From an optimization exercise on the open Yosys and OpenROAD flow, aimed at a short achievable clock period and few clock cycles; shortcuts taken in it are not production practice.
In this exercise RTL edits were held to simulation tests only and were not proved equivalent to the original.
No activity file was given, so power comes from the tool's default toggle rates.

==> inputs of 09-11 <==
==> flow/design.v (excerpt) <==
module RV32Core(
    input wire CPU_CLK,
    input wire CPU_RST,
    output wire [31:0] CPU_InstRAM_A,
    input wire [31:0] CPU_InstRAM_RD,
    output wire [31:0] CPU_DataRAM_A,
    output wire [3:0] CPU_DataRAM_WE,
    output wire [31:0] CPU_DataRAM_WD,
    input wire [31:0] CPU_DataRAM_RD
    );
export LEC_CHECK = 0
export ABC_CLOCK_PERIOD_IN_PS = 3500
export CAP_MARGIN = 20
export CORE_MARGIN = 2
export CORE_UTILIZATION = 50
export PLACE_DENSITY = 0.62
export SLEW_MARGIN = 20
create_clock -name core_clock -period 12.0 [get_ports {CPU_CLK}]
standard.sh (not shown) runs the stock make flow with config.mk's settings and CLKGATE_MAP_FILE= SYNTH_SCRIPT=/design/flow/synth_recipe.tcl, a recipe that flattens the netlist after the stock synthesis.
==> flow/flow/run.sh <==
#!/bin/bash
set -euo pipefail
export SETUP_SLACK_MARGIN=${SETUP_SLACK_MARGIN_OVERRIDE:-8.0}
bash standard.sh > standard.log 2>&1
==> 06-04 (differences from 09-11) <==
--- a/flow/design.v
+++ b/flow/design.v
@@ -119,16 +119,17 @@
     reg  [1:0]  offW;
     reg         wrW, ldW, lateW, lsAW, lsBW;
     reg  [9:0]  lopW;
     reg         lbrW, predW, tgtOkW, hitW;
     reg  [1:0]  ctrW;
     reg  [31:0] tgtW, pc4W, pcW;
     reg         misX;
     reg  [31:0] redirX;
+    reg         dropWe;                  
     reg         brM, misB, jrM;
     reg  [31:0] redirB;
     reg  [29:0] ptgtM;
     reg  [2:0]  spM, spW, spRecM, spRecB, spRecX;
     reg         pushRecM;
     reg  [29:0] pushValM;
     reg  [1:0]  buTyp;
     reg  [31:0] resX;
@@ -314,17 +315,17 @@
             3'b111: condL = !lLtu;
             default: condL = 1'b0;
         endcase
     end
     wire        takenL = lbrW && condL;
     wire        misL   = lbrW && !misX && (predW ? (!takenL || !tgtOkW) : takenL);
     wire [31:0] redirL = !predW ? tgtW : (tgtOkW ? pc4W : pcW);
     assign CPU_DataRAM_A  = memA;
-    assign CPU_DataRAM_WE = (misB || misX) ? 4'b0000 : weM;
+    assign CPU_DataRAM_WE = dropWe ? 4'b0000 : weM;
     assign CPU_DataRAM_WD = wdM;
     wire goD = vD && !stall && !killE;    
     always @(posedge clk) begin
         if (rst) begin
             pcF <= 32'd0;
             ivI <= 1'b0;
             svI <= 1'b0;
         end else if (misX) begin
@@ -586,16 +587,17 @@
             misX  <= 1'b0;
         end else begin
             wrW   <= wrM && !misB && !misX;
             ldW   <= ldM && !misB && !misX;
             lateW <= lateM && !misB && !misX;
             lbrW  <= lbrM && !misB && !misX;
             misX  <= misL;
         end
+        dropWe <= !rst && (misBc || misL);
     end
     always @(posedge clk) begin
         resX <= wdataW;
         rdX  <= rdW;
         if (rst)
             wrX <= 1'b0;
         else
             wrX <= wrW && !misX;
==> flow/config.mk (replaced) <==
export PLATFORM = sky130hd
export DESIGN_NAME = RV32Core
export DESIGN_NICKNAME = RV32Core
export VERILOG_FILES = /design/flow/design.v
export SDC_FILE = /design/flow/constraint.sdc
export NUM_CORES = 4
export LEC_CHECK = 0
export ABC_CLOCK_PERIOD_IN_PS = 3500
export CAP_MARGIN = 20
export CORE_MARGIN = 2
export CORE_UTILIZATION = 60
export PLACE_DENSITY = 0.7
export SLEW_MARGIN = 20
==> parameters.txt <==
Parameter                              Value

Critical path
  R2R depth ... 14
  Worst EP arrival ... 2.02 ns
  Reg-to-reg setup timing slack ... slightly below 8 ns

Pwr
  Seq group ... roughly 19000 uW
  Total leakage power ... around 0.088 uW

Yosys
  XOR/XNOR Fraction of Synth Area ... 0.0122

Floorplan
  Number of placement rows ... between 200 and 250
  Die span in x ... around 670 um

CTS
  Post-cts repair resize count ... 1178

Global routing
  Maximum number of pins on one net before global-route repair ... 210

Final layout
  Non-CTS inverters ... between 200 and 300
  Seq_cells ... ~5000

Run status
  Outcome ... finished clean

Hold path
  Startpoint of the lowest-slack hold path ... pcE[20]
-- figures above: 09-11

==> parameters.txt <==
Parameter                              Value

Final layout
  Non-CTS inverters ... between 200 and 300

Hold path
  Startpoint of the lowest-slack hold path ... pcE[29]

Critical path
  R2R depth ... 8
  Reg-to-reg setup timing slack ... around 7.7 ns

Global routing
  Maximum number of pins on one net before global-route repair ... 200

Run status
  Outcome ... finished clean

Floorplan
  Number of placement rows ... 223
  Die span in x ... roughly 610 um

Pwr
  Total leakage power ... 0.0886 uW
-- figures above: 06-04

Testbench counts of 09-11, summed over its fixed seeds: cycles 699,231.
Testbench counts of 06-04, summed over its fixed seeds: cycles 699,231.

-- what the ideal ports hide --
No port has a modelled driver above. Below, the same layouts with a new extraction and two added sets of constraints. Step 1 (the two cells are an assumption about what drives the block):
set clk [get_ports {CPU_CLK}]
set_driving_cell -lib_cell sky130_fd_sc_hd__clkbuf_16 $clk
set_driving_cell -lib_cell sky130_fd_sc_hd__buf_2 [delete_from_list [all_inputs] $clk]
Step 2 adds t to the input delays and takes it off the output delays; t is the mean of the earliest and latest rising clock arrival at the registers after step 1. Input paths then give back, and output paths get back, about the clock's delay inside the block. Slacks: ideal ports / drivers / drivers and shift; pairs: ideal ports / drivers.
run	shift t [ns]	slack for setup (ns)	worst slew at a driven data input, ns	cell pins on the clock port's net
09-11	1.181	7.578 / 7.476 / 6.832	0.05	1
06-04	1.199	7.593 / 7.465 / 6.626	0.09	1
After both steps setup and hold are still met in every run listed. For 06-04, which loses most, drivers alone change the setup slack by -0.128 ns; drivers and shift together by -0.967 ns.
